From an optimization exercise on the open Yosys and OpenROAD flow, aimed at small area, a short achievable clock period and few clock cycles per item; shortcuts taken in it are not production practice. Only the layout flow was run in this run; the RTL was not checked for function there. Power figures rest on the tool's default switching activity, not on a simulated workload.

==> flow/design.v <==
module SystolicArrayAxiWrapper(
    input axi_clk,
    input axi_rst_n,
    input s_axis_valid,
    input [47:0] s_axis_data,
    output s_axis_ready,
    output m_axis_valid,
    output [143:0] m_axis_data,
    input m_axis_ready
);
logic ovalid;    
logic [15:0] acc [0:8];
logic [1:0] cy [0:8];
logic [1:0]  beat_in;   
logic        v1;        
logic        first, last;    
logic [47:0] d;
wire stall = first && ovalid && !m_axis_ready;
wire go = v1 && !stall;
assign s_axis_ready = !(v1 && stall);
assign m_axis_valid = ovalid;
wire fire = s_axis_valid && s_axis_ready;
always_ff @(posedge axi_clk) begin
    if (!axi_rst_n) begin
        beat_in <= 2'd0;
        v1 <= 1'b0;
        ovalid <= 1'b0;
    end else begin
        if (fire) beat_in <= (beat_in == 2'd2) ? 2'd0 : beat_in + 2'd1;
        if (s_axis_ready) v1 <= s_axis_valid;
        if (go && last) ovalid <= 1'b1;
        else if (m_axis_ready) ovalid <= 1'b0;
    end
end
always_ff @(posedge axi_clk) begin
    if (s_axis_ready) begin
        d <= s_axis_data;
        first <= (beat_in == 2'd0);
        last <= (beat_in == 2'd2);
    end
end
wire gate = 1'b1;
wire clr = first;
logic [3:0] one [0:2], two [0:2], neg [0:2];
genvar j, r;
generate
    for (j = 0; j < 3; j++) begin : g_enc
        wire [8:0] b = {s_axis_data[24 + 8*j +: 8], 1'b0};
        for (r = 0; r < 4; r++) begin : g_dig
            wire one_d = b[2*r+1] ^ b[2*r];
            wire two_d = (b[2*r+2] & ~b[2*r+1] & ~b[2*r]) | (~b[2*r+2] & b[2*r+1] & b[2*r]);
            wire neg_d = b[2*r+2];
            always_ff @(posedge axi_clk) begin
                if (s_axis_ready) begin
                    one[j][r] <= one_d;
                    two[j][r] <= two_d;
                    neg[j][r] <= neg_d;
                end
            end
        end
    end
endgenerate
genvar i, jj;
generate
    for (i = 0; i < 3; i++) begin : g_row
        for (jj = 0; jj < 3; jj++) begin : g_col
            wire [15:0] sum;
            wire [1:0] cout;
            wire [15:0] start = clr ? 16'h0100 : acc[3*i+jj];
            Mac u_mac (.a(d[8*i +: 8]), .one(one[jj]), .two(two[jj]), .neg(neg[jj]), .act(gate), .acc(start), .cin(clr ? 2'd0 : cy[3*i+jj]), .cout(cout), .sum(sum));
            always_ff @(posedge axi_clk) if (go) cy[3*i+jj] <= cout;
            always_ff @(posedge axi_clk) if (go) acc[3*i+jj] <= sum;
            assign m_axis_data[16*(3*i+jj) +: 16] = acc[3*i+jj] + {1'b0, 1'b0, 1'b0, cy[3*i+jj][1], 1'b0, 1'b0, 1'b0, 1'b0, 1'b0, cy[3*i+jj][0], 1'b0, 1'b0, 1'b0, 1'b0, 1'b0, 1'b0};
        end
    end
endgenerate
endmodule
module Mac(
    input [7:0] a,
    input [3:0] one, two, neg,
    input act,
    input [15:0] acc,
    input [1:0] cin,
    output [1:0] cout,
    output [15:0] sum
);
    wire p0 = (one[0] & a[0]) ^ neg[0];
    wire p1 = ((one[0] & a[1]) | (two[0] & a[0])) ^ neg[0];
    wire p2 = ((one[0] & a[2]) | (two[0] & a[1])) ^ neg[0];
    wire p3 = ((one[0] & a[3]) | (two[0] & a[2])) ^ neg[0];
    wire p4 = ((one[0] & a[4]) | (two[0] & a[3])) ^ neg[0];
    wire p5 = ((one[0] & a[5]) | (two[0] & a[4])) ^ neg[0];
    wire p6 = ((one[0] & a[6]) | (two[0] & a[5])) ^ neg[0];
    wire p7 = ((one[0] & a[7]) | (two[0] & a[6])) ^ neg[0];
    wire p8 = ((one[0] & a[7]) | (two[0] & a[7])) ^ neg[0];
    wire p9 = ~p8 & act;
    wire p10 = (one[1] & a[0]) ^ neg[1];
    wire p11 = ((one[1] & a[1]) | (two[1] & a[0])) ^ neg[1];
    wire p12 = ((one[1] & a[2]) | (two[1] & a[1])) ^ neg[1];
    wire p13 = ((one[1] & a[3]) | (two[1] & a[2])) ^ neg[1];
    wire p14 = ((one[1] & a[4]) | (two[1] & a[3])) ^ neg[1];
    wire p15 = ((one[1] & a[5]) | (two[1] & a[4])) ^ neg[1];
    wire p16 = ((one[1] & a[6]) | (two[1] & a[5])) ^ neg[1];
    wire p17 = ((one[1] & a[7]) | (two[1] & a[6])) ^ neg[1];
    wire p18 = ((one[1] & a[7]) | (two[1] & a[7])) ^ neg[1];
    wire p19 = ~p18 & act;
    wire p20 = (one[2] & a[0]) ^ neg[2];
    wire p21 = ((one[2] & a[1]) | (two[2] & a[0])) ^ neg[2];
    wire p22 = ((one[2] & a[2]) | (two[2] & a[1])) ^ neg[2];
    wire p23 = ((one[2] & a[3]) | (two[2] & a[2])) ^ neg[2];
    wire p24 = ((one[2] & a[4]) | (two[2] & a[3])) ^ neg[2];
    wire p25 = ((one[2] & a[5]) | (two[2] & a[4])) ^ neg[2];
    wire p26 = ((one[2] & a[6]) | (two[2] & a[5])) ^ neg[2];
    wire p27 = ((one[2] & a[7]) | (two[2] & a[6])) ^ neg[2];
    wire p28 = ((one[2] & a[7]) | (two[2] & a[7])) ^ neg[2];
    wire p29 = ~p28 & act;
    wire p30 = (one[3] & a[0]) ^ neg[3];
    wire p31 = ((one[3] & a[1]) | (two[3] & a[0])) ^ neg[3];
    wire p32 = ((one[3] & a[2]) | (two[3] & a[1])) ^ neg[3];
    wire p33 = ((one[3] & a[3]) | (two[3] & a[2])) ^ neg[3];
    wire p34 = ((one[3] & a[4]) | (two[3] & a[3])) ^ neg[3];
    wire p35 = ((one[3] & a[5]) | (two[3] & a[4])) ^ neg[3];
    wire p36 = ((one[3] & a[6]) | (two[3] & a[5])) ^ neg[3];
    wire p37 = ((one[3] & a[7]) | (two[3] & a[6])) ^ neg[3];
    wire p38 = ((one[3] & a[7]) | (two[3] & a[7])) ^ neg[3];
    wire p39 = ~p38 & act;
    wire s40, c40;
    assign {c40, s40} = neg[0] + acc[0] + p0;
    wire s41, c41;
    assign {c41, s41} = neg[1] + acc[2] + p10;
    wire s42, c42;
    assign {c42, s42} = acc[3] + p11 + p3;
    wire s43, c43;
    assign {c43, s43} = neg[2] + acc[4] + p12;
    wire s44, c44;
    assign {c44, s44} = acc[5] + p13 + p21;
    wire s45, c45;
    assign {c45, s45} = neg[3] + acc[6] + cin[0];
    wire s46, c46;
    assign {c46, s46} = p14 + p22 + p30;
    wire s47, c47;
    assign {c47, s47} = acc[7] + p15 + p23;
    wire s48, c48;
    assign {c48, s48} = acc[8] + p16 + p24;
    wire s49, c49;
    assign {c49, s49} = acc[9] + p17 + p25;
    wire s50, c50;
    assign {c50, s50} = acc[10] + p19 + p26;
    wire s51, c51;
    assign {c51, s51} = acc[11] + p27 + p35;
    wire s52, c52;
    assign {c52, s52} = acc[12] + cin[1] + p29;
    wire s53, c53;
    assign {c53, s53} = acc[1] + p1 + c40;
    wire s54, c54;
    assign {c54, s54} = p20 + p4 + c42;
    wire s55, c55;
    assign {c55, s55} = p5 + c43 + s44;
    wire s56, c56;
    assign {c56, s56} = p6 + c44 + s45;
    wire s57, c57;
    assign {c57, s57} = p31 + p7 + c45;
    wire s58, c58;
    assign {c58, s58} = p32 + p9 + c47;
    wire s59, c59;
    assign {c59, s59} = p33 + c48 + s49;
    wire s60, c60;
    assign {c60, s60} = p34 + c49 + s50;
    wire s61, c61;
    assign {c61, s61} = p36 + c51 + s52;
    wire s62, c62;
    assign {c62, s62} = acc[13] + p37 + c52;
    wire s63, c63;
    assign {c63, s63} = p2 + s41 + c53;
    wire s64, c64;
    assign {c64, s64} = s46 + c55 + s56;
    wire s65, c65;
    assign {c65, s65} = c46 + s47 + c56;
    wire s66, c66;
    assign {c66, s66} = s48 + c57 + s58;
    wire s67, c67;
    assign {c67, s67} = c50 + s51 + c60;
    wire s68, c68;
    assign {c68, s68} = acc[14] + p39 + c62;
    wire s69, c69;
    assign {c69, s69} = c41 + s42 + c63;
    wire s70, c70;
    assign {c70, s70} = s57 + c64 + s65;
    wire s71, c71;
    assign {c71, s71} = c58 + s59 + c66;
    wire s72, c72;
    assign {c72, s72} = s43 + s54 + c69;
    wire s73, c73;
    assign {c73, s73} = c65 + s66 + c70;
    wire s74, c74;
    assign {c74, s74} = c59 + s60 + c71;
    wire s75, c75;
    assign {c75, s75} = c54 + s55 + c72;
    wire [15:0] rx = {acc[15], s68, c61, s61, s67, s74, s71, s73, s70, s64, s75, s72, s69, s63, s53, s40};
    wire [15:0] ry = {c68, 1'b0, s62, c67, c74, 1'b0, c73, 1'b0, 1'b0, c75, 1'b0, 1'b0, 1'b0, 1'b0, 1'b0, 1'b0};
    assign {cout[0], sum[5:0]} = rx[5:0] + ry[5:0];
    assign {cout[1], sum[11:6]} = rx[11:6] + ry[11:6];
    assign sum[15:12] = rx[15:12] + ry[15:12];
endmodule
==> flow/run.sh <==
#!/bin/bash
# synth_recipe.tcl (not shown) runs the flow's synth.tcl, then flattens the netlist and writes it again
# the make line also repeats each setting of config.mk as NAME=value (left out here)
make -C /OpenROAD-flow-scripts/flow DESIGN_CONFIG=/design/flow/config.mk WORK_HOME=/design/flow/orfs CLKGATE_MAP_FILE= SYNTH_SCRIPT=/design/flow/synth_recipe.tcl finish
==> flow/config.mk <==
export PLATFORM = sky130hd
export DESIGN_NAME = SystolicArrayAxiWrapper
export DESIGN_NICKNAME = SystolicArrayAxiWrapper
export VERILOG_FILES = /design/flow/design.v
export SDC_FILE = /design/flow/constraint.sdc
export NUM_CORES = 4
export LEC_CHECK = 0
export CAP_MARGIN = 20
export CORE_MARGIN = 2
export CORE_UTILIZATION = 40
export SETUP_SLACK_MARGIN = 2.6
export SLEW_MARGIN = 20
==> flow/constraint.sdc <==
create_clock -name core_clock -period 6.5 [get_ports {axi_clk}]
set_input_delay 1.3000 -clock core_clock [delete_from_list [all_inputs] [get_ports {axi_clk}]]
set_output_delay 1.3000 -clock core_clock [all_outputs]
set_load 0.01 [all_outputs]
==> notes.md <==
worst min-delay path by stage:
stage	from	endpoint	slack, ns	cells past startpoint
2_1_floorplan	beat_in[1]	beat_in[1]	0.45	2
3_3_place_gp	beat_in[1]	beat_in[1]	0.46	2
3_5_place_dp	beat_in[0]	beat_in[0]	0.50	2
4_1_cts	beat_in[0]	beat_in[0]	0.50	2
5_1_grt	beat_in[0]	beat_in[0]	0.53	2
6_report	beat_in[1]	beat_in[1]	0.50	2
synth_stat cells (11+ instances only):
cell type | instances | share of area
fa_1 | 306 | 0.25
inv_1 | 258 | 0.040
a22oi_1 | 252 | 0.078
xor2_1 | 252 | 0.091
edfxtp_1 | 215 | 0.27
xnor2_1 | 162 | 0.059
buf_2 | 134 | 0.028
buf_4 | 129 | 0.040
nor2b_1 | 97 | 0.025
ha_1 | 83 | 0.043
nand2b_1 | 71 | 0.018
o21ai_0 | 46 | 0.0095
nand2_1 | 43 | 0.0067
nor2_1 | 23 | 0.0036
mux2_2 | 17 | 0.0079
o21bai_1 | 17 | 0.0053
a21oi_1 | 11 | 0.0023
state kept, by name (all words and copies together) (netlist names):
signal / cells
acc: 144
beat_in: 2
v1: 1
d: 24
neg: 12
ovalid: 1
one: 12
last: 1
first: 1
two: 12
cy: 9
through the flow:
step / total power [µW] / instances / util / hold slack [ns] / cell area (µm²)
finish: 15310 / 3272 / 0.5193 / 0.4998 / 31170
CTS: 14570 / 3227 / 0.5034 / 0.5030 / 30220
floorplan: 8961 / 2177 / - / 0.4547 / 24630
detailed placement: 11160 / 2951 / 0.4385 / 0.4970 / 26320
global placement: 10960 / 2951 / 0.4385 / 0.4634 / 26320
global route: 16580 / 3272 / 0.5193 / 0.5294 / 31170
what timing repair did:
action                     in CTS  in global routing
cloned                          9                  3
gates resized for setup       201                114
pin swaps                     149                120
setup endpoints to repair      78                 46
setup buffers                 211                 42
cell usage in the layout, fill, tap and decap left out, drive strengths merged:
master | synthesis | final
buf | 264 | 320
fa | 306 | 306
inv | 258 | 258
xor2 | 252 | 252
a22oi | 252 | 252
edfxtp | 215 | 215
clkdlybuf4s50 | 0 | 196
xnor2 | 162 | 162
nor2b | 97 | 97
ha | 83 | 83
nand2b | 71 | 71
clkbuf | 5 | 49
o21ai | 46 | 46
nand2 | 43 | 43
nor2 | 23 | 23
mux2 | 18 | 18
o21bai | 17 | 17
a21oi | 11 | 11
nand3 | 10 | 10
a31oi | 9 | 9
nand3b | 9 | 9
nor4bb | 8 | 8
clkinv | 0 | 8
and3 | 6 | 6
bufbuf | 0 | 6
dfxtp | 4 | 4
mux2i | 2 | 2
bufinv | 0 | 2
nand4b | 2 | 2
and2 | 2 | 2
a21boi | 2 | 2
dlygate4sd2 | 0 | 1
kinds of logic after synthesis:
family          synth area share
buf+inv                   0.1093
compound gates           0.09842
fa+ha+maj                 0.2968
xor+xnor                  0.1502
flops                     0.2707
simple gates             0.06541
mux                     0.009225
metal layers:
metal / wire length, µm / part of all wire / GRT usage
met4: 2161 / 0.028 / 0.06902
met1: 30700 / 0.40 / 0.3235
met2: 36330 / 0.48 / 0.3971
met5: 13 / 0.00017 / 0
met3: 7023 / 0.092 / 0.04819
power by group:
group | internal, µW | leakage [µW] | total, µW | switching [µW]
Combinational | 5450 | 0.00962 | 10600 | 5200
Sequential | 2570 | 0.00214 | 2980 | 403
Clock | 983 | 0.000473 | 1680 | 700
Total | 9010 | 0.0122 | 15300 | 6300
tightest hold or removal path, delay by kind of cell, from the launching register on:
family | cells | cell delay (ns)
muxes | 1 | 0.06
and+or+nand+nor | 1 | 0.07
DFF | 1 | 0.33
layout make-up:
class                      count  area, µm²
multi-input combinational   1431      16440
clock inverter                10      97.59
inverter                     258      970.9
fill                        5191      28850
sequential                   219       6536
clock buffer                  46      862.1
tap                          782      978.4
timing repair buffer         526       5288
==> flow_metrics.tcl <==
set metrics [dict create \
    required_ns 6.85 \
    cts_root_buf "clkbuf_16" \
    cts_buffers 31 \
    antenna_found_initial 4 \
    start_kind "flop" \
    outcome "no timing/DRC/antenna violations" \
    cpLargestDelayFamily "adder cells" \
    rsz0062_at_grt "true" \
    port_buffers 197 \
    worstReg2RegEnd "acc[7][11]" \
    grt_overflow 0 \
    synth_edf_count 215 \
    post-place-ws_ns 1.750 \
    critPathSlowestCell "fa_1" \
    gp_congestion 0.8188 \
    grt_max_degree 53 \
    async_flop_share 0 \
    synth.avg_cell_area_um2 11.09 \
    max_cap_viol_count 0 \
    hold_buffers 0 \
    finalWorstSetupSlack_ns 2.414 \
    die_area_um2 62340 \
    powerDensity_nw_per_um2 491.1 \
    rows 90 \
    worstMarginPinSlew_ns 0.8949 \
    ios 198 \
    cts_sinks 219 \
    die_w_um 249.7 \
    finalNetCount 2908 \
    ys.warnings.count 11 \
    synthesis.instances 2177 \
    dp_hpwl_um 45740 \
    final.setup_skew_ns 0.01954 \
    hold_viol_final 0 \
    period_share 0.6286 \
    firstDrtPassIters 5 \
    cp.depth 15 \
    slew_viol_final 0 \
    ys.flop_type "edfxtp_1" \
    r2r-start "d[19]" \
    ctsLongestPathBuffers 3 \
    clkTransAtPathRegs_ns 0.06 \
    ys_seq_area_frac 0.2707 \
    routed_wl_um 76230 \
    ir_drop_mv 0.2703 \
    worst-setup-path-type "reg2reg" \
    antennaDiodeCount 0 \
    path_cells "buf_4, buf_6, a22oi_2, xor2_1, fa_2, inv_1, fa_1, inv_1, fa_2, fa_1, inv_1, ha_4, nor4bb_4, o21bai_1, xnor2_1" \
    endpoint "acc[7][11]" \
    critPathBufInv 5 \
    grt_pass1_wl_um 114700 \
    initial_core_util 0.4022 \
    via_count 17640 \
    cpMostUsedCell "inv_1" \
    leakage_uw 0.01223 \
    viasPerCell 5.392 \
    max_freq_ghz 0.2447 \
    slew-limit-headroom 0.4034 \
    r2r_slack_ns 2.41 \
    h-tree-depth 1 \
    fin_tns_setup_ns 0 \
    area_growth_pct 29.11 \
    cp.arrival_ns 4.43 \
    gr-usage-all-layers 0.2414 \
    syn-num-nets 2618 \
    crit_start "d[19]" \
    clk_latency_ns 0.60 \
    synthDistinctLibCells 32 \
    wl_per_cell_um 23.30 \
    drive_above_1_share 0.2823 \
    finalSetupViolCount 0 \
    min_path_type "reg2reg" \
    drc 0 \
    grt_pass1_vias 18750 \
    slowest_delay_ns 0.54 \
    path_max_fanout 5 \
    drtIter0Drc 1538 \
    endpoint_kind "flop" \
    cts_tree "built" \
    rr_worst_depth 15 \
    die_h_um 249.7 \
    ant_nets 0 \
    fp.coreArea_um2 60020 \
    ys_ff_latch 219 \
    period_needed_ns 4.086 \
    syn-cell-area_um2 24140 \
]

port drivers added, routing unchanged:
In the flow no input, the clock included, has a driving cell. The finished layout below was timed again as built, in two steps. Step 1, drivers: a clkbuf_16 drives axi_clk and a buf_2 each remaining input, both assumed. Step 2 moves the port delays by t, midway between the first and last clock arrival at a register: inputs arrive t later, outputs are due t later. That takes back most of the time a late clock gives input paths. Three values: no drivers, after step 1, after step 2; two values: the first two.
t, ns: 0.647
slack for setup (ns): 2.414 / 2.414 / 2.414
worst setup path after step 2: register to register
latest minus earliest clock arrival (ns): 0.019 / 0.019
worst data-port slew with drivers (ns): 0.06
After both steps setup and hold are still met in this run. For this run, drivers alone change the setup slack by 0.000 ns; drivers and shift together by 0.000 ns.
